Context: an optimization exercise on an open-source flow, tuned for small area. The choices shown serve that exercise and are no tape-out recipe. Only the layout flow was run in this run; the RTL was not checked for function there. Power and IR drop assume default switching activity.

--- flow/design.v ---
module ALU #(parameter w = 8) (
    clk, rst, CE, IN_valid, MODE, CMD, OPA, OPB, Cin,
    ERR, RES, OF, COUT, G, L, E);
    input clk;
    input rst;
    input CE;
    input [1:0] IN_valid;
    input MODE;
    input [3:0] CMD;
    input [w-1:0] OPA;
    input [w-1:0] OPB;
    input Cin;
    output reg ERR;
    output reg OF;
    output reg COUT;
    output reg G;
    output reg L;
    output reg E;
    output reg [2*w:0] RES;
reg [1:0] IN_valid_t;
reg [3:0] CMD_t;
reg MODE_t, Cin_t;
reg [w-1:0] OPA_t, OPB_t;
reg ERR_t, OF_t, COUT_t, G_t, L_t, E_t;
reg [2*w:0] RES_t, RES_m;
reg signed [w-1:0] sOPA, sOPB;
reg signed [2*w:0] sRES;
reg [$clog2(w)-1:0] shift_amount;
always @(posedge clk or posedge rst) begin  
    if(rst) begin
        OPA_t <= 0;
        OPB_t <= 0;
        Cin_t <= 0;
        IN_valid_t <= 0;
        MODE_t <= 0;
        CMD_t <= 0; end
     else if(CE) begin
        OPA_t <= OPA;
        OPB_t <= OPB;
        Cin_t <= Cin;
        IN_valid_t <= IN_valid;
        MODE_t <= MODE;
        CMD_t <= CMD; end   
end
always @(*) begin
    ERR_t = 0;    
    sOPA = 0;
    sOPB = 0;
    sRES = 0;
    shift_amount = 0;
    OF_t = 0;
    COUT_t = 0;
    G_t = 0;
    L_t = 0;
    E_t = 0;
    RES_t = 0;
    if(MODE_t) begin
        case(CMD_t)
            4'b0000: begin 
                        if(IN_valid_t == 2'b11) begin
                            RES_t = OPA_t + OPB_t;
                            COUT_t = RES_t[w]; end
                        else ERR_t = 1; end
            4'b0001: begin 
                        if(IN_valid_t == 2'b11) begin
                            RES_t = OPA_t - OPB_t;
                            OF_t = (OPA_t < OPB_t) ? 1 : 0; end
                        else ERR_t = 1; end
            4'b0010: begin 
                        if(IN_valid_t == 2'b11) begin
                            RES_t = OPA_t + OPB_t + Cin_t;
                            COUT_t = RES_t[w]; end
                        else ERR_t = 1; end
            4'b0011: begin 
                        if(IN_valid_t == 2'b11) begin
                            RES_t = OPA_t - OPB_t - Cin_t;
                            OF_t = (OPA_t < (OPB_t + Cin_t)); end
                        else ERR_t = 1; end
            4'b0100: begin 
                        if(IN_valid_t[0] == 1'b1) begin
                            RES_t = OPA_t + 1'b1;
                            COUT_t = RES_t[w]; end
                        else ERR_t = 1; end
            4'b0101: begin 
                        if(IN_valid_t[0] == 1'b1) begin
                            RES_t = OPA_t - 1'b1;
                            OF_t = RES_t[w]; end
                        else ERR_t = 1; end
            4'b0110: begin 
                        if(IN_valid_t[1] == 1'b1) begin
                            RES_t = OPB_t + 1'b1;
                            COUT_t = RES_t[w]; end
                        else ERR_t = 1; end
            4'b0111: begin 
                        if(IN_valid_t[1] == 1'b1) begin
                            RES_t = OPB_t - 1'b1;
                            OF_t = RES_t[w]; end
                        else ERR_t = 1; end
            4'b1000: begin 
                        if(IN_valid_t == 2'b11) begin
                            E_t = (OPA_t == OPB_t) ? 1 : 0;
                            L_t = (OPA_t < OPB_t) ? 1 : 0;
                            G_t = (OPA_t > OPB_t) ? 1 : 0; end
                        else ERR_t = 1; end
            4'b1001: begin 
                        if(IN_valid_t == 2'b11) begin
                            RES_t = (OPA_t + 1) * (OPB_t + 1); end
                        else ERR_t = 1; end
            4'b1010: begin 
                        if(IN_valid_t == 2'b11) begin
                            RES_t = (OPA_t << 1) * OPB_t; end
                        else ERR_t = 1; end
            4'b1011: begin
                        if(IN_valid_t == 2'b11) begin
                            sOPA = $signed(OPA_t);
                            sOPB = $signed(OPB_t);
                            sRES = sOPA + sOPB;
                            RES_t = sRES;
                            OF_t = ((sOPA[w-1] == sOPB[w-1]) && (sRES[w-1] != sOPA[w-1]));
                            E_t = (sOPA == sOPB) ? 1 : 0;
                            L_t = (sOPA < sOPB) ? 1 : 0;
                            G_t = (sOPA > sOPB) ? 1 : 0; end
                        else ERR_t = 1; end
            4'b1100: begin
                        if(IN_valid_t == 2'b11) begin
                            sOPA = $signed(OPA_t);
                            sOPB = $signed(OPB_t);
                            sRES = sOPA - sOPB;
                            RES_t = sRES;
                            OF_t = ((sOPA[w-1] != sOPB[w-1]) && (sRES[w-1] != sOPA[w-1]));
                            E_t = (sOPA == sOPB) ? 1 : 0;
                            L_t = (sOPA < sOPB) ? 1 : 0;
                            G_t = (sOPA > sOPB) ? 1 : 0; end
                        else ERR_t = 1; end
            default: begin
                        RES_t = 0;
                        COUT_t = 1'b0;
                        OF_t = 1'b0;
                        G_t = 1'b0;
                        E_t = 1'b0;
                        L_t = 1'b0;
                        ERR_t = 1'b1; end
             endcase
             end
    else begin 
        case(CMD_t)
          4'b0000: begin
                      if(IN_valid_t == 2'b11) begin
                          RES_t = OPA_t & OPB_t; end
                      else ERR_t = 1; end
          4'b0001: begin
                      if(IN_valid_t == 2'b11) begin
                          RES_t = ~(OPA_t & OPB_t);
                          RES_t[2*w-1 : 8] = 0; end
                      else ERR_t = 1; end
          4'b0010: begin
                      if(IN_valid_t == 2'b11) begin
                          RES_t = OPA_t | OPB_t; end
                      else ERR_t = 1; end
          4'b0011: begin
                      if(IN_valid_t == 2'b11) begin
                          RES_t = ~(OPA_t | OPB_t);
                          RES_t[2*w-1 : 8] = 0; end
                      else ERR_t = 1; end
          4'b0100: begin
                      if(IN_valid_t == 2'b11) begin
                          RES_t = OPA_t ^ OPB_t; end
                      else ERR_t = 1; end
          4'b0101: begin
                      if(IN_valid_t == 2'b11) begin
                          RES_t = ~(OPA_t ^ OPB_t);
                          RES_t[2*w-1 : 8] = 0; end
                      else ERR_t = 1; end
          4'b0110: begin
                      if(IN_valid_t[0] == 1'b1) begin
                          RES_t = ~OPA_t;
                          RES_t[2*w-1 : 8] = 0; end
                      else ERR_t = 1; end
          4'b0111: begin
                      if(IN_valid_t[1] == 1'b1) begin
                          RES_t = ~OPB_t;
                          RES_t[2*w-1 : 8] = 0; end
                      else ERR_t = 1; end
          4'b1000: begin
                      if(IN_valid_t[0] == 1'b1) begin
                          RES_t = OPA_t >> 1; end
                      else ERR_t = 1; end
          4'b1001: begin
                      if(IN_valid_t[0] == 1'b1) begin
                          RES_t = OPA_t << 1; end
                      else ERR_t = 1; end
          4'b1010: begin
                      if(IN_valid_t[1] == 1'b1) begin
                          RES_t = OPB_t >> 1; end
                      else ERR_t = 1; end
          4'b1011: begin
                      if(IN_valid_t[1] == 1'b1) begin
                          RES_t = OPB_t << 1; end
                      else ERR_t = 1; end
          4'b1100: begin 
                      if(IN_valid_t == 2'b11) begin
                          if( |(OPB_t[(w-1) : ($clog2(w)+1)]))
                               ERR_t = 1;
                          else begin
                               shift_amount = OPB_t[$clog2(w)-1:0];
                               RES_t = {1'b0, ((OPA_t << shift_amount) | OPA_t >> (w - shift_amount))}; end end
                      else  ERR_t = 1; end
          4'b1101: begin 
                      if(IN_valid_t == 2'b11) begin
                          if( |(OPB_t[(w-1) : ($clog2(w)+1)]))
                               ERR_t = 1;
                          else begin
                               shift_amount = OPB_t[$clog2(w)-1:0];
                               RES_t = {1'b0, ((OPA_t >> shift_amount) | OPA_t << (w - shift_amount))}; end end
                      else  ERR_t = 1; end
          default: begin
                        RES_t = 0;
                        ERR_t = 1'b1; end
             endcase
             end
end
always @(posedge clk or posedge rst) begin
    if (rst) begin
        RES  <= 0;
        COUT <= 0;
        OF   <= 0;
        G    <= 0;
        L    <= 0;
        E    <= 0;
        ERR  <= 0;
        RES_m <= 0;
    end 
    else if (CE) begin
        if ((CMD_t == 4'b1001 || CMD_t == 4'b1010) && MODE_t == 1) begin
            RES_m <= RES_t;
            RES <= RES_m;
        end
        else
            RES <= RES_t;
            COUT <= COUT_t;
            OF   <= OF_t;
            G    <= G_t;
            L    <= L_t;
            E    <= E_t;
            ERR  <= ERR_t;
  end
end
endmodule
--- flow/run.sh ---
#!/bin/bash
# synth_recipe.tcl (not shown) runs the flow's synth.tcl, then flattens the netlist and writes it again
# the make line also repeats each setting of config.mk as NAME=value (left out here)
make -C /OpenROAD-flow-scripts/flow DESIGN_CONFIG=/design/flow/config.mk WORK_HOME=/design/flow/orfs CLKGATE_MAP_FILE= SYNTH_SCRIPT=/design/flow/synth_recipe.tcl finish
--- flow/config.mk ---
export PLATFORM = sky130hd
export DESIGN_NAME = ALU
export DESIGN_NICKNAME = ALU
export VERILOG_FILES = /design/flow/design.v
export SDC_FILE = /design/flow/constraint.sdc
export NUM_CORES = 4
export LEC_CHECK = 0
export CAP_MARGIN = 20
export CORE_MARGIN = 2
export CORE_UTILIZATION = 40
export SLEW_MARGIN = 20
--- flow/constraint.sdc ---
create_clock -name core_clock -period 6.0 [get_ports {clk}]
set_input_delay 1.2000 -clock core_clock [delete_from_list [all_inputs] [get_ports {clk}]]
set_output_delay 1.2000 -clock core_clock [all_outputs]
set_load 0.01 [all_outputs]
==> summary.txt <==
## per-stage QoR
step           hold slack [ns]  TNS (ns)  setup WS [ns]  cells  cell area [µm²]
6_report                 0.480         0          0.299   1964            13400
5_1_grt                  0.494  -0.00378       -0.00378   1964            13400
4_1_cts                  0.478         0          0.191   1964            13400
3_5_place_dp             0.463         0          0.212   1948            13000
3_3_place_gp             0.454         0          0.297   1947            13000
2_1_floorplan            0.440         0         0.0518   1517            11800
## tightest hold or removal path: stages (launching register included)
cell,delay (ns)
dfrtp_1,0.34
nand2_1,0.04
o21ai_0,0.06
## state kept, by name, summed over array words and instances, names as in the netlist, 2 cells and up
name,cells
CMD_t,4
IN_valid_t,2
OPA_t,8
OPB_t,8
RES,17
RES_m,17
## cell usage in the layout (no fill, tap or decap), types with 64 or more instances in the layout
cell type  count
nor2_1       168
nand2_1      150
inv_1        145
ha_1         115
o21ai_0       87
fa_1          87
buf_4         85
xnor2_1       66
dfrtp_1       64
a21oi_1       64
## final cells by class
| type | instances | area, µm² | share of cell area (%) |
|---|---|---|---|
| Clock buffer | 10 | 239 | 1.79 |
| Clock inverter | 6 | 115 | 0.860 |
| Inverter | 158 | 593 | 4.43 |
| Multi-Input combinational cell | 1208 | 9230 | 69.0 |
| Sequential cell | 64 | 1600 | 12.0 |
| Tap cell | 384 | 480 | 3.59 |
| Timing Repair Buffer | 134 | 1120 | 8.40 |
## timing repair
item | 4_1_cts | 5_1_grt
setup endpoints to repair | 0 | 11
hold buffers | 0 | 0
gates resized for setup | 0 | 6
## power groups by stage
stage,logic [mW],clock network [mW],registers (mW)
detailed placement,2.75,0,0.535
floorplan,1.77,0,0.525
global route,3.09,0.681,0.536
finish,2.81,0.663,0.528
global placement,2.72,0,0.533
CTS,2.76,0.666,0.527
## cell families after synthesis
logic type	count (synthesis)	synth area share, %
buffers and inverters	245	7.99
DFF	64	13.6
adders and majority gates	203	27.2
AOI/OAI and AO/OA	357	20.3
muxes	33	3.13
and+or+nand+nor	532	21.4
xor gates and xnor gates	83	6.31
## how the worst max path moves through the flow
stage / end / slack, ns / cells past startpoint
after CTS: RES[16] / 0.19 / 20
after floorplan: RES[16] / 0.05 / 23
after global placement: RES[16] / 0.30 / 20
after detailed placement: RES[16] / 0.21 / 20
final: RES[14] / 0.30 / 20
after global routing: RES[16] / -0.004 / 21
## layer usage
| metal | GRT usage, % | wire length [µm] |
|---|---|---|
| met2 | 46.5 | 20000 |
| met4 | 15.5 | 2710 |
| met5 | 0 | 0 |
| met3 | 7.51 | 4270 |
| met1 | 41.5 | 20100 |
==> impl_metrics.csv <==
group,metric,value,unit
worst_setup_path,critical_path_required,6.23,ns
placed_design,globalplace.congestion,1.05,
detailed_routing,vias,11800,
min_path,whs_endpoint,"RES_m[3]",
timing,report.final.slew_viol_count,0,
layout,antenna_cells,0,
worst_setup_path,critical_path_arrival,5.93,ns
power_and_ir_drop,p_per_area,299,nW/µm²
layout,fillers,2877,
global_route,grt_max_degree,65,
timing,finalSetupViolCount,0,
run_status,status,"complete, no violations",
worst_setup_path,r2r_start,"OPB_t[0]",
detailed_routing,drtIter0Drc,1527,
global_route,grt_pass1_vias,11600,
yosys,ys.flop_type,"dfrtp_1",
layout,final_nets,1805,
timing,finalCriticalPeriod,5.70,ns
layout,drive_gt1_share,9.37,%
timing,fin_skew,0.0109,ns
yosys,syn_inst,1517,
power_and_ir_drop,ir_drop,0.213,mV
worst_setup_path,worstReg2RegEnd,"RES[14]",
yosys,yosysTopAreaCell,"fa_1",
worst_setup_path,crit_family,"adder cells",
timing,max-slew-margin-rel,23.7,%
placed_design,port_buffers,49,
clock_network,clock_sinks,64,
timing,tightestPinTransition,1.13,ns
power_and_ir_drop,p_sw,2.05,mW
global_route,grt_pass1_wl,71700,µm
floorplanning,core,28800,µm²
floorplanning,dieHeight,175,µm
clock_network,clock_latency,0.35,ns
min_path,hold_start,"RES_m[3]",
worst_setup_path,r2r.worst_path.cells,20,
min_path,hold_class,"reg -> reg",
worst_setup_path,worst_path_most_repeated_cell,"fa_1",
clock_network,clock_path_buffers,2,
worst_setup_path,max_stage_delay,0.55,ns
detailed_routing,dr.pass1.iters,6,
worst_setup_path,cp-startpoint,"OPB_t[0]",
detailed_routing,drt_wl_total,47100,µm
clock_network,numCtsBuffers,9,
yosys,async_reset_ff_share,100,%
floorplanning,die_area,30700,µm²
layout,fin_util,46.5,%
detailed_routing,routedWlPerCell,24.0,µm
floorplanning,start_util,40.8,%
detailed_routing,drc,0,
detailed_routing,via_per_inst,6.03,
yosys,yosysSeqAreaShare,13.6,%
yosys,synth_edf_count,0,
yosys,synth_cell_types,82,
worst_setup_path,worstPathMaxFanout,8,
power_and_ir_drop,clkPwrFrac,16.6,%
worst_setup_path,reg2reg_slack,0.30,ns
detailed_routing,antenna_left,0,
floorplanning,die_w,175,µm
worst_setup_path,path_buf_inv,3,
job,max-cap-violations,0,
layout,syn2layout_area_growth,14.0,%
placed_design,hpwl,36900,µm
power_and_ir_drop,swShare,51.3,%
min_path,holdPathStages,2,
power_and_ir_drop,cellLeakagePower,6.06,nW
worst_setup_path,crit_path_end_kind,"register",
timing,clock.fmax,175,MHz
clock_network,clk_transition_reported_paths,0.07,ns
worst_setup_path,cp-start-kind,"register",
floorplanning,rows,62,
yosys,syn_avg_cell_area,7.74,µm²
global_route,grt.overflow.total,0,
worst_setup_path,cp_slowest_cell,"fa_1",
timing,fin_crit_sh,95.0,%
yosys,yosys-top-cells-count,"nor2_1, nand2_1, inv_1",
timing,finalHoldViolCount,0,
worst_setup_path,worstPathCellList,"ha_1, nand3_1, xnor2_1, buf_4, nor2_1, fa_1, fa_1, fa_1, inv_1, fa_1, inv_1, ha_1, and3_1, a22o_1, nor2_1, xnor2_1, a22oi_1, o221ai_1, and2_1, a221o_1",
power_and_ir_drop,power.total,4.00,mW
yosys,syn-cell-area,11700,µm²
yosys,yosysTopAreaCellShare,14.8,%
yosys,yosysWarnings,1,
floorplanning,ios,50,
yosys,yosysMostFrequentCell,"nor2_1",
yosys,ys_ff_latch,64,
clock_network,cts_root_buf,"clkbuf_16",
yosys,synthesis.nets,1747,
yosys,ys_top_cells_by_area,"fa_1, dfrtp_1, ha_1, nor2_1, xnor2_1",
power_and_ir_drop,internal_power,1.95,mW
global_route,antenna_found_initial,0,
clock_network,cts_tree,"yes",
clock_network,postCtsSetupBuffers,0,
global_route,gr-usage-all-layers,30.9,%
clock_network,htreeDepth,3,
power_and_ir_drop,combPwrFrac,70.2,%
power_and_ir_drop,seqPwrFrac,13.2,%
worst_setup_path,crit_type,"reg -> reg",

-- afterwards: timing with drivers on the ports --
No port has a modelled driver above. Below, the same layout with a new extraction and two added sets of constraints. Step 1, drivers: a clkbuf_16 drives clk and a buf_2 each remaining input, both assumed. Step 2, shift: input delay + t, output delay - t, t = (earliest + latest rising clock arrival at the registers) / 2. This alone moves slack from input paths to output paths. Three values: ideal, step 1, step 2; two values: the first two.
shift t [ns]: 0.394
slack for setup (ns): 0.299 / 0.299 / 0.299
worst setup path after step 2: register to register
clock arrival spread, ns: 0.011 / 0.011
After both steps setup and hold are still met in this run. For this run, drivers alone change the setup slack by 0.000 ns; drivers and shift together by 0.000 ns.
